This design comes from an exercise in tuning for small area and a short achievable clock period on the open sky130 flow, not from production work.
At most, simulation tests tie the RTL to the original design; equivalence was not proved.
Power figures rest on the tool's default switching activity, not on a simulated workload.

==> run a: inputs <==
==> flow/design.v (excerpt) <==
module flp32_mac_5stg(
	clk,
	nrst,
	i_a,
	i_b,
	i_c,
	i_valid,
	o_p,
	o_sign,
	o_zero,
	o_nan,
	o_inf,
	o_valid
);
input wire		clk;
input wire		nrst;
input wire [31:0]	i_a;
input wire [31:0]	i_b;
input wire [31:0]	i_c;
input wire		i_valid;
output reg [31:0]	o_p;
output reg		o_sign;
output reg		o_zero;
output reg		o_nan;
output reg		o_inf;
output wire		o_valid;
reg [6:0] vld;
always @(posedge clk or negedge nrst)
begin
	if(!nrst)
		vld <= 7'd0;
	else
		vld <= { vld[5:0], i_valid };
end
assign o_valid = vld[6];
wire [7:0] i_exb = i_b[30:23];
wire [7:0] i_exc = i_c[30:23];
wire i_zb = ~|i_exb;
wire i_zc = ~|i_exc;
wire i_infb = (&i_exb) & ~|i_b[22:0];
wire i_infc = (&i_exc) & ~|i_c[22:0];
wire i_nanb = (&i_exb) & |i_b[22:0];
wire i_nanc = (&i_exc) & |i_c[22:0];
reg [31:0] a0;
reg [22:0] fb0, fc0;
reg [8:0] sbc0;
reg snm0, zbc0, mnan0, minf0;
always @(posedge clk)
begin
	a0 <= i_a;
	fb0 <= i_b[22:0];
  ...
==> flow/config.mk <==
export PLATFORM = sky130hd
export DESIGN_NAME = flp32_mac_5stg
export DESIGN_NICKNAME = flp32_mac_5stg
export VERILOG_FILES = /design/flow/design.v
export SDC_FILE = /design/flow/constraint.sdc
export NUM_CORES = 4
export LEC_CHECK = 0
export CAP_MARGIN = 20
export CORE_MARGIN = 2
export CORE_UTILIZATION = 40
export CTS_BUF_LIST = sky130_fd_sc_hd__clkbuf_8
export SLEW_MARGIN = 65
export SYNTH_HIERARCHICAL = 1
export SYNTH_MINIMUM_KEEP_SIZE = 0
==> flow/constraint.sdc <==
create_clock -name core_clock -period 14.0 [get_ports {clk}]
set_input_delay 2.8000 -clock core_clock [delete_from_list [all_inputs] [get_ports {clk}]]
set_output_delay 2.8000 -clock core_clock [all_outputs]
set_load 0.01 [all_outputs]
standard.sh (not shown) runs the stock make flow with config.mk's settings and CLKGATE_MAP_FILE= SYNTH_SCRIPT=/design/flow/synth_recipe.tcl, a recipe that flattens the netlist after the stock synthesis.
==> flow/flow/run.sh <==
#!/bin/bash
export BUFFER_PORTS_ARGS="-buffer_cell sky130_fd_sc_hd__buf_2"
bash standard.sh > standard.log 2>&1
==> inputs of run b, as changes to run a <==
--- a/flow/config.mk
+++ b/flow/config.mk
@@ -8,7 +8,6 @@
 export CAP_MARGIN = 20
 export CORE_MARGIN = 2
 export CORE_UTILIZATION = 40
-export CTS_BUF_LIST = sky130_fd_sc_hd__clkbuf_8
 export SLEW_MARGIN = 65
 export SYNTH_HIERARCHICAL = 1
 export SYNTH_MINIMUM_KEEP_SIZE = 0
==> notes <==
Between run b and run a, the lower total power is in run a (gap 1.4%, measured against run a).
Of run a and run b, run b has the higher utilization (gap 0.13 points).
In global-route usage, run b and run a hardly differ.
Of run b and run a, run a has the higher via count (gap 0.76%, measured against run a).
Synthesized cell count is the same in run a and run b.
Between run b and run a, the lower final cell count is in run b (gap about 1.1%, measured against run a).
Clock skew: run b is lower than run a (15 ps).
In run a the worst hold slack is lower than in run b, by 6.1 ps.
In combinational power, run a and run b hardly differ.
Against run b, the clock power of run a is lower by about 8%.
Between run a and run b, the lower setup slack is in run a (gap 8.4 ps).
Run b passed the timing, DRC and antenna checks. Run a produced a clean layout.
No functional check of the RTL was part of any run of this note.


==> build 24 <==
flp32_mac_5stg, a different RTL version from the one above (not shown whole).
## flp32_mac_5stg
module flp32_mac_5stg(
	clk,
	nrst,
	i_a,
	i_b,
	i_c,
	i_valid,
	o_p,
	o_sign,
	o_zero,
	o_nan,
	o_inf,
	o_valid
);
export LEC_CHECK = 0
export CAP_MARGIN = 20
export CORE_MARGIN = 2
export CORE_UTILIZATION = 40
export CTS_BUF_LIST = sky130_fd_sc_hd__clkbuf_8
export SLEW_MARGIN = 80
export SYNTH_HIERARCHICAL = 1
export SYNTH_MINIMUM_KEEP_SIZE = 0
create_clock -name core_clock -period 14.0 [get_ports {clk}]
Scripts as last shown in full above: flow/flow/run.sh
==> build 73 (differences from build 24) <==
--- a/flow/design.v
+++ b/flow/design.v
@@ -3933,30 +3933,30 @@
 wire [47:0] shj = { v1[47:1], jam2 };
 wire [25:0] cmp0 = { 1'b0, p2r[47:23] } + { 1'b1, ~sga2 } + { 25'd0, |p2r[22:0] };
 wire [25:0] cmp1 = { 2'b00, p2r[47:24] } + { 1'b1, ~sga2 } + { 25'd0, |p2r[23:0] };
 wire gt = gone2 | (near2 & (sh2[0] ? cmp1[25] : cmp0[25]));
 reg [47:0] u3, w3;
 reg [7:0] ae_exp3;
-reg gt3, addz3, exneg3, sna3, eff3, f_inf3, f_sn3, f_zz3, f_nan3;
+reg gt3, exneg3, sna3, eff3, f_inf3, f_sn3, f_zz3, f_nan3;
 always @(posedge clk)
 begin
 	u3 <= shj;
 	w3 <= oth2;
 	gt3 <= gt;
-	addz3 <= ~|(shj | oth2);	 
 	ae_exp3 <= ae_exp2;
 	exneg3 <= exneg2;
 	sna3 <= sna2;
 	eff3 <= eff2;
 	f_inf3 <= f_inf2;
 	f_sn3 <= f_sn2;
 	f_zz3 <= f_zz2;
 	f_nan3 <= f_nan2;
 end
 wire [48:0] bp = { eff3, u3 ^ w3 };
 wire [48:0] bg = { 1'b0, u3 & w3 };
+wire addz3 = ~|(u3 | w3);	 
 wire acin = eff3 & gt3;
 wire [48:0] as0;
 wire aco, apall;
 wire d_g1;
 wire d_p2;
 wire d_g3;
Settings changed: SLEW_MARGIN 80 to 50.
==> trial 14 (differences from build 24) <==
Settings changed: SLEW_MARGIN 80 to 65.
==> comparison table <==
Share of power burned in combinational logic: build 73 57.8%; trial 14 57.4%; build 24 60.2%
Post-layout worst setup margin: build 73 9840 ps; trial 14 9960 ps; build 24 8560 ps
Result of the run: build 73 finished clean; trial 14 finished clean; build 24 finished clean
Number of cells traversed by the worst register-to-register path: build 73 11; trial 14 13; build 24 19
End point of the worst hold path: build 73 sna3; trial 14 a_zero5; build 24 eff2
Num rows: build 73 119; trial 14 120; build 24 120
Diode count: build 73 1; trial 14 3; build 24 3
Routability-driven placement congestion ratio: build 73 0.935; trial 14 1.00; build 24 1.00
Routed wl met3: build 73 7.54 mm; trial 14 10.3 mm; build 24 10.4 mm
Crit path to: build 73 r2_1[24]; trial 14 o_sign; build 24 addz3
Area of the placeable core: build 73 106000 um^2; trial 14 107000 um^2; build 24 107000 um^2
Period minus WS final: build 73 4160 ps; trial 14 4040 ps; build 24 5440 ps
Via count of the first global-routing pass: build 73 32700; trial 14 34900; build 24 35600
Worst Max-Slew Pin Slew: build 73 701 ps; trial 14 579 ps; build 24 384 ps
Part of the power in the clock network: build 73 15.6%; trial 14 16.2%; build 24 14.2%
Register-to-register path setup slack: build 73 9840 ps; trial 14 10060 ps; build 24 8560 ps
Combined global-route utilization of all metal layers: build 73 22.0%; trial 14 24.6%; build 24 25.0%
The RTL of build 24 and trial 14 was laid out without a check of its function.

-- afterwards: timing with drivers on the ports --
The results above use ideal ports. As a check the final layouts listed here were re-extracted and re-timed, cells and wires unchanged. Step 1 assumes that a clkbuf_16 drives the clock port and a buf_2 every other input. Step 2 moves the port delays by t, midway between the first and last clock arrival at a register: inputs arrive t later, outputs are due t later. That takes back most of the time a late clock gives input paths. Three values: no drivers, after step 1, after step 2; two values: the first two.
run | t, ns | setup slack, ns | worst register clock-pin slew, ns | worst data-port slew with drivers (ns)
run a | 0.832 | 9.892 / 9.862 / 9.464 | 0.07 / 0.07 | 0.06
run b | 0.719 | 9.901 / 9.901 / 9.455 | 0.07 / 0.07 | 0.06
build 24 | 0.858 | 8.563 / 8.563 / 8.563 | 0.07 / 0.07 | 0.05
build 73 | 0.837 | 9.843 / 9.843 / 9.325 | 0.07 / 0.07 | 0.04
trial 14 | 0.822 | 9.957 / 9.889 / 9.497 | 0.08 / 0.08 | 0.04
After both steps setup and hold are still met in every run listed. The setup slack of build 73, which loses most, moves by 0.000 ns with the drivers and by -0.518 ns with both steps.
